This design comes from an exercise in tuning for small area and a short achievable clock period on the open sky130 flow, not from production work. Where RTL was checked, it was by simulation tests only, not by an equivalence proof against the original. No activity file was given, so power comes from the tool's default toggle rates.

==> inputs of trial 12 <==
==> flow/design.v <==
`default_nettype none
module risc16b
  (
   input wire          clk,
   input wire          rst,
   output logic [15:0] i_addr,
   output logic        i_oe,
   input wire [15:0]   i_din,
   output logic [15:0] d_addr,
   output logic        d_oe,
   input wire [15:0]   d_din,
   output logic [15:0] d_dout,
   output logic [1:0]  d_we
   );
   logic [15:0] pc;         
   logic [15:0] ir1;        
   logic        v1;         
   logic [15:0] rf [8];     
   logic [7:0]  zf;         
   logic [7:0]  sa, sb;     
   logic [7:0]  imm;        
   logic        imm_sx;     
   logic        a_rsb;      
   logic        inv_b;      
   logic        a_sub;      
   logic        arith;      
   logic        c_p, c_g, c_x, c_y;         
   logic        s_l8, s_r8, s_l1, s_r1;     
   logic        is_lw, is_lbu;
   logic        we;         
   logic        st_w, st_b, ld_oe;
   logic        dsel;       
   logic [15:0] ra, rb;
   always_comb begin
      ra = 16'd0;
      rb = 16'd0;
      for (int i = 0; i < 8; i++) begin
         ra = ra | (rf[i] & {16{sa[i]}});
         rb = rb | (rf[i] & {16{sb[i]}});
      end
   end
   wire [15:0] b = rb | {{8{imm_sx}}, imm};
   logic [15:0] y;
   always_comb begin
      y[7:0] = b[7:0] ^ {8{inv_b}};
      for (int i = 8; i < 16; i++)
        y[i] = b[i] ^ (inv_b | (a_rsb & (&(b[15:8] | (8'hff << (i - 8))))));
   end
   wire [15:0] x = ra ^ {16{a_rsb}};
   wire        cin = a_sub;
   wire [15:0] p = x ^ y;
   wire [16:0] s17 = {x, 1'b1} + {y, cin};
   wire [15:0] sum = s17[16:1];
   wire        nr = ~rst;
   wire [15:0] g  = x & y;
   wire [15:0] lu = (p & {16{c_p & nr}}) | (g & {16{c_g & nr}}) |
                    (x & {16{c_x & nr}}) | (y & {16{c_y & nr}});
   wire [15:0] sh = ({b[7:0], 8'd0} & {16{s_l8 & nr}}) | ({8'd0, b[15:8]} & {16{s_r8 & nr}}) |
                    ({b[14:0], 1'b0} & {16{s_l1 & nr}}) | ({1'b0, b[15:1]} & {16{s_r1 & nr}});
   wire [7:0]  lbyte = rb[0] ? d_din[7:0] : d_din[15:8];
   wire [15:0] ld = ({16{is_lw & nr}} & d_din) | {8'd0, lbyte & {8{is_lbu & nr}}};
   wire [15:0] res = lu | sh | ld | (sum & {16{arith & nr}});
   wire [15:0] kz = {x[14:0] | y[14:0], cin};
   wire        z_arith = ((p ^ kz) == 16'd0);
   wire        z_ls    = ((lu | sh) == 16'd0);   
   wire        zlo     = (d_din[7:0] == 8'd0);
   wire        zhi     = (d_din[15:8] == 8'd0);
   wire        z_ld    = is_lw ? (zlo & zhi) : (rb[0] ? zlo : zhi);
   wire        res_zero = arith ? z_arith : (is_lw | is_lbu) ? z_ld : z_ls;
   assign d_addr = rb;
   assign d_oe   = ld_oe;
   assign d_dout = {dsel ? ra[7:0] : ra[15:8], ra[7:0]};
   assign d_we   = {st_w | (st_b & rb[0]), st_w | (st_b & ~rb[0])};
   wire [15:0] wdata = res;
   wire        wzero = res_zero | rst;
   always_ff @(posedge clk)
     for (int i = 0; i < 8; i++)
       if (rst | (we & sa[i])) begin
          rf[i] <= wdata;
          zf[i] <= wzero;
       end
   wire [4:0] op1 = ir1[15:11];
   wire [4:0] fn1 = ir1[4:0];
   logic [7:0] da, db;
   always_comb
     for (int i = 0; i < 8; i++) begin
        da[i] = (ir1[10:8] == i);
        db[i] = (ir1[7:5] == i);
     end
   logic z_rd, n_rd;
   always_comb begin
      z_rd = 1'b0;
      n_rd = 1'b0;
      for (int i = 0; i < 8; i++) begin
         z_rd = z_rd | (da[i] & zf[i]);
         n_rd = n_rd | (da[i] & rf[i][15]);
      end
   end
   wire fwd = we & ((da & sa) != 8'd0);
   wire z   = fwd ? res_zero : z_rd;
   wire n   = fwd ? res[15] : n_rd;
   wire taken = v1 & ((op1 == 5'b10000 &  z) | (op1 == 5'b10001 & ~z) |
                      (op1 == 5'b10010 &  n) | (op1 == 5'b10011 & ~n) |
                      (op1 == 5'b11000));
   wire [7:0]  lo_t;
   wire        c8;
   assign {c8, lo_t} = {1'b0, pc[7:0]} + {1'b0, ir1[7:0]};
   wire [7:0]  hi_inc = pc[15:8] + 8'd1;
   wire [7:0]  hi_dec = pc[15:8] - 8'd1;
   wire [6:0]  lo_inc;
   wire        c8i;
   assign {c8i, lo_inc} = {1'b0, pc[7:1]} + 8'd1;
   wire        s8 = ir1[7];
   wire [15:0] target = {(c8 & ~s8) ? hi_inc : (~c8 & s8) ? hi_dec : pc[15:8], lo_t};
   wire [15:0] pc2    = {c8i ? hi_inc : pc[15:8], lo_inc, pc[0]};
   wire        rform1 = (op1 == 5'b00000);
   wire [3:0]  aop1   = rform1 ? fn1[3:0] : op1[3:0];
   wire        ld1    = rform1 & fn1[4] & fn1[0];           
   wire        lw1    = rform1 & (fn1 == 5'b10001);
   wire        lbu1   = rform1 & (fn1 == 5'b10011);
   logic [15:0] af;                        
   always_comb
     for (int i = 0; i < 16; i++)
       af[i] = ~op1[4] & ~lw1 & ~lbu1 & (aop1 == i);
   wire        ok1    = v1 & ~rst;
   always_ff @(posedge clk) begin
      pc     <= (taken ? target : pc2) & {16{~rst}};
      v1     <= ~rst;
      ir1    <= i_din;
      sa     <= da;
      sb     <= db & {8{rform1}};
      imm    <= ir1[7:0] & {8{~rform1}};
      imm_sx <= (op1 == 5'b00100) & ir1[7];
      a_rsb  <= af[12];
      inv_b  <= af[5] | af[2];
      a_sub  <= af[5];
      arith  <= af[4] | af[5] | af[12];
      c_p    <= af[3] | af[11];
      c_g    <= af[10] | af[11];
      c_x    <= af[0];
      c_y    <= af[1] | af[2];
      s_l8   <= af[6];
      s_r8   <= af[7];
      s_l1   <= af[8];
      s_r1   <= af[9];
      is_lw  <= lw1;
      is_lbu <= lbu1;
      we     <= ok1 & ~op1[4] & ~(rform1 & fn1[4] & ~fn1[0]);
      st_w   <= ok1 & rform1 & (fn1 == 5'b10000);
      st_b   <= ok1 & rform1 & (fn1 == 5'b10010);
      ld_oe  <= ok1 & ld1;
      dsel   <= fn1[1];
   end
   assign i_addr = pc;
   assign i_oe   = 1'b1;
endmodule
`default_nettype wire
==> flow/run.sh <==
#!/bin/bash
# synth_recipe.tcl (not shown) runs the flow's synth.tcl, then flattens the netlist and writes it again
# the make line also repeats each setting of config.mk as NAME=value (left out here)
make -C /OpenROAD-flow-scripts/flow DESIGN_CONFIG=/design/flow/config.mk WORK_HOME=/design/flow/orfs CLKGATE_MAP_FILE= SYNTH_SCRIPT=/design/flow/synth_recipe.tcl finish
==> flow/config.mk <==
export PLATFORM = sky130hd
export DESIGN_NAME = risc16b
export DESIGN_NICKNAME = risc16b
export VERILOG_FILES = /design/flow/design.v
export SDC_FILE = /design/flow/constraint.sdc
export NUM_CORES = 4
export LEC_CHECK = 0
export ABC_AREA = 1
export CAP_MARGIN = 20
export CORE_MARGIN = 2
export CORE_UTILIZATION = 40
export PLACE_DENSITY = 0.6
export SETUP_SLACK_MARGIN = 3.8
export SLEW_MARGIN = 20
export TNS_END_PERCENT = 0
==> flow/constraint.sdc <==
create_clock -name core_clock -period 7.0 [get_ports {clk}]
set_input_delay 1.4000 -clock core_clock [delete_from_list [all_inputs] [get_ports {clk}]]
set_output_delay 1.4000 -clock core_clock [all_outputs]
set_load 0.01 [all_outputs]
==> trial 33: changes against trial 12 <==
==> flow/design.v (replaced) <==
`default_nettype none
module risc16b
  (
   input wire          clk,
   input wire          rst,
   output logic [15:0] i_addr,
   output logic        i_oe,
   input wire [15:0]   i_din,
   output logic [15:0] d_addr,
   output logic        d_oe,
   input wire [15:0]   d_din,
   output logic [15:0] d_dout,
   output logic [1:0]  d_we
   );
   logic [15:0] pc;         
   logic [15:0] ir1;        
   logic        v1;         
   logic [15:0] rf [8];     
   logic [15:0] opa;        
   logic [15:0] opb;        
   logic [2:0]  dst;        
   logic        inv_r;      
   logic        a_rsb;      
   logic        arith;      
   logic        c_p, c_g, c_x, c_y, c_ny;   
   logic        s_l8, s_r8, s_l1, s_r1;     
   logic        is_lw, is_lbu;
   logic        we;         
   logic        st_w, st_b, ld_oe;
   logic        dsel;       
   wire [15:0] x = opa;
   wire [15:0] y = opb;
   wire [15:0] p   = x ^ y;
   wire [15:0] g   = x & y;
   wire [15:0] u   = {p[15:9], p[8] ^ a_rsb, x[7:0]};
   wire [15:0] v   = {g[14:9], (x[8] & y[8]) | (a_rsb & p[8]), 1'b0, y[7:0]};
   wire [15:0] sum = u + v;
   wire [15:0] lu = (p & {16{c_p}}) | (g & {16{c_g}}) |
                    (x & {16{c_x}}) | (y & {16{c_y}}) | (~y & {16{c_ny}});
   wire [15:0] sh = ({y[7:0], 8'd0} & {16{s_l8}}) | ({8'd0, y[15:8]} & {16{s_r8}}) |
                    ({y[14:0], 1'b0} & {16{s_l1}}) | ({1'b0, y[15:1]} & {16{s_r1}});
   wire [7:0]  lbyte = y[0] ? d_din[7:0] : d_din[15:8];
   wire [15:0] ld = ({16{is_lw}} & d_din) | {8'd0, lbyte & {8{is_lbu}}};
   wire [15:0] res = lu | sh | ld | ((sum ^ {16{inv_r}}) & {16{arith}});
   wire [15:0] kz = inv_r ? {u[14:0] & v[14:0], 1'b0} : {u[14:0] | v[14:0], 1'b0};
   wire        z_arith = ((u ^ v ^ {16{inv_r}} ^ kz) == 16'd0);
   wire        z_ls    = ((lu | sh) == 16'd0);
   wire        zlo     = (d_din[7:0] == 8'd0);
   wire        zhi     = (d_din[15:8] == 8'd0);
   wire        z_ld    = is_lw ? (zlo & zhi) : (y[0] ? zlo : zhi);
   wire        res_zero = arith ? z_arith : (is_lw | is_lbu) ? z_ld : z_ls;
   assign d_addr = y;
   assign d_oe   = ld_oe;
   assign d_dout = {dsel ? x[7:0] : x[15:8], x[7:0]};
   assign d_we   = {st_w | (st_b & y[0]), st_w | (st_b & ~y[0])};
   wire [15:0] wdata = res & {16{~rst}};
   always_ff @(posedge clk)
     for (int i = 0; i < 8; i++)
       if (rst | (we & (dst == i)))
         rf[i] <= wdata;
   wire [4:0] op1 = ir1[15:11];
   wire [4:0] fn1 = ir1[4:0];
   wire [2:0] d1  = ir1[10:8];
   wire [2:0] s1  = ir1[7:5];
   wire [15:0] rfa = rf[d1];
   wire [15:0] rfb = rf[s1];
   wire        fwd_a = we & (d1 == dst);
   wire        fwd_b = we & (s1 == dst);
   wire z = fwd_a ? res_zero : (rfa == 16'd0);
   wire n = fwd_a ? res[15] : rfa[15];
   wire taken = v1 & ((op1 == 5'b10000 &  z) | (op1 == 5'b10001 & ~z) |
                      (op1 == 5'b10010 &  n) | (op1 == 5'b10011 & ~n) |
                      (op1 == 5'b11000));
   wire [7:0]  lo_t;
   wire        c8;
   assign {c8, lo_t} = {1'b0, pc[7:0]} + {1'b0, ir1[7:0]};
   wire [7:0]  hi_inc = pc[15:8] + 8'd1;
   wire [7:0]  hi_dec = pc[15:8] - 8'd1;
   wire [6:0]  lo_inc;
   wire        c8i;
   assign {c8i, lo_inc} = {1'b0, pc[7:1]} + 8'd1;
   wire        s8 = ir1[7];
   wire [15:0] target = {(c8 & ~s8) ? hi_inc : (~c8 & s8) ? hi_dec : pc[15:8], lo_t};
   wire [15:0] pc2    = {c8i ? hi_inc : pc[15:8], lo_inc, pc[0]};
   wire        rform1 = (op1 == 5'b00000);
   wire [3:0]  aop1   = rform1 ? fn1[3:0] : op1[3:0];
   wire        lw1    = rform1 & (fn1 == 5'b10001);
   wire        lbu1   = rform1 & (fn1 == 5'b10011);
   wire        wr1    = ~op1[4] & ~(rform1 & fn1[4] & ~fn1[0]);
   logic [15:0] af;                        
   always_comb
     for (int i = 0; i < 16; i++)
       af[i] = wr1 & ~lw1 & ~lbu1 & (aop1 == i);
   wire        ok1    = v1 & ~rst;
   wire [15:0] imm1   = {{8{(op1 == 5'b00100) & ir1[7]}}, ir1[7:0]};
   wire [15:0] asel1  = fwd_a ? res : rfa;
   wire [15:0] bsel1  = ~rform1 ? imm1 : fwd_b ? res : rfb;
   always_ff @(posedge clk) begin
      pc     <= (taken ? target : pc2) & {16{~rst}};
      v1     <= ~rst;
      ir1    <= i_din;
      opa    <= asel1 ^ {16{af[5] | af[12]}};
      opb    <= bsel1;
      a_rsb  <= af[12];
      dst    <= d1;
      inv_r  <= af[5];
      arith  <= af[4] | af[5] | af[12];
      c_p    <= af[3] | af[11];
      c_g    <= af[10] | af[11];
      c_x    <= af[0];
      c_y    <= af[1];
      c_ny   <= af[2];
      s_l8   <= af[6];
      s_r8   <= af[7];
      s_l1   <= af[8];
      s_r1   <= af[9];
      is_lw  <= lw1;
      is_lbu <= lbu1;
      we     <= ok1 & wr1;
      st_w   <= ok1 & rform1 & (fn1 == 5'b10000);
      st_b   <= ok1 & rform1 & (fn1 == 5'b10010);
      ld_oe  <= ok1 & rform1 & fn1[4] & fn1[0];
      dsel   <= fn1[1];
   end
   assign i_addr = pc;
   assign i_oe   = 1'b1;
endmodule
`default_nettype wire
CORE_UTILIZATION = 80   (was 40)
PLACE_DENSITY = 0.85   (was 0.6)
SETUP_SLACK_MARGIN = 4.5   (was 3.8)
==> build 39: changes against trial 12 <==
ABC_AREA = not set   (was 1)
==> comparison table <==
| item | trial 12 | trial 33 | build 39 |
|---|---|---|---|
| Layout Cells excl Fill | 2,307 | - | 1,722 |
| Proportion of power drawn by the clock network | 0.373 | - | 0.380 |
| Die X | 184 um | 132 um | 176 um |
| Total vias in the final route | 12,525 | - | 10,663 |
| Seq cells post-synth | 213 | 215 | 213 |
| Cell count after synthesis | 1,688 | 1,679 | 1,136 |
| Fraction of area in clock buffers and inverters | 0.0490 | - | 0.0531 |
| Number of gates resized after cts | 192 | 208 | 121 |
| Status | timing/DRC/antenna clean | aborted with a tool error | timing/DRC/antenna clean |
| Failing step | - | global routing | - |
| Residual DRC | 0 | - | 0 |
| Reg2reg start | sb[3]$_DFF_P_ | - | sb[0]$_DFF_P_ |
| Multi-input gate area in the final layout | 0.00712 mm2 | - | 0.00629 mm2 |
| Buffer share of cell area | 0.119 | - | 0.127 |
| Final design area excluding fillers | 0.0168 mm2 | - | 0.0154 mm2 |
| Delay contributed by the slowest stage of the critical path | 0.41 ns | - | 0.40 ns |
| Placed cell areas | 0.0143 mm2 | 0.0140 mm2 | 0.0129 mm2 |
| M1 WL | 19,800 um | - | 17,900 um |
Only the layout flow was run in trial 12 and build 39; the RTL was not checked for function there.

-- separate check: timing with driven ports --
No port has a modelled driver above. Below, the same layouts with a new extraction and two added sets of constraints. Step 1, drivers: a clkbuf_16 drives clk and a buf_2 each remaining input, both assumed. Step 2 also shifts input and output timing later by t, the mid clock arrival at the registers, as if the neighbouring blocks saw the same clock. Slacks: ideal ports / drivers / drivers and shift; pairs: ideal ports / drivers.
run	t, ns	slack for setup (ns)	worst setup path after step 2	worst data-port slew with drivers (ns)
trial 12	0.579	3.070 / 3.070 / 2.697	input to register	0.05
build 39	0.573	2.055 / 2.055 / 1.580	input to register	0.04
After both steps setup and hold are still met in every run listed. The setup slack of build 39, which loses most, moves by 0.000 ns with the drivers and by -0.475 ns with both steps.
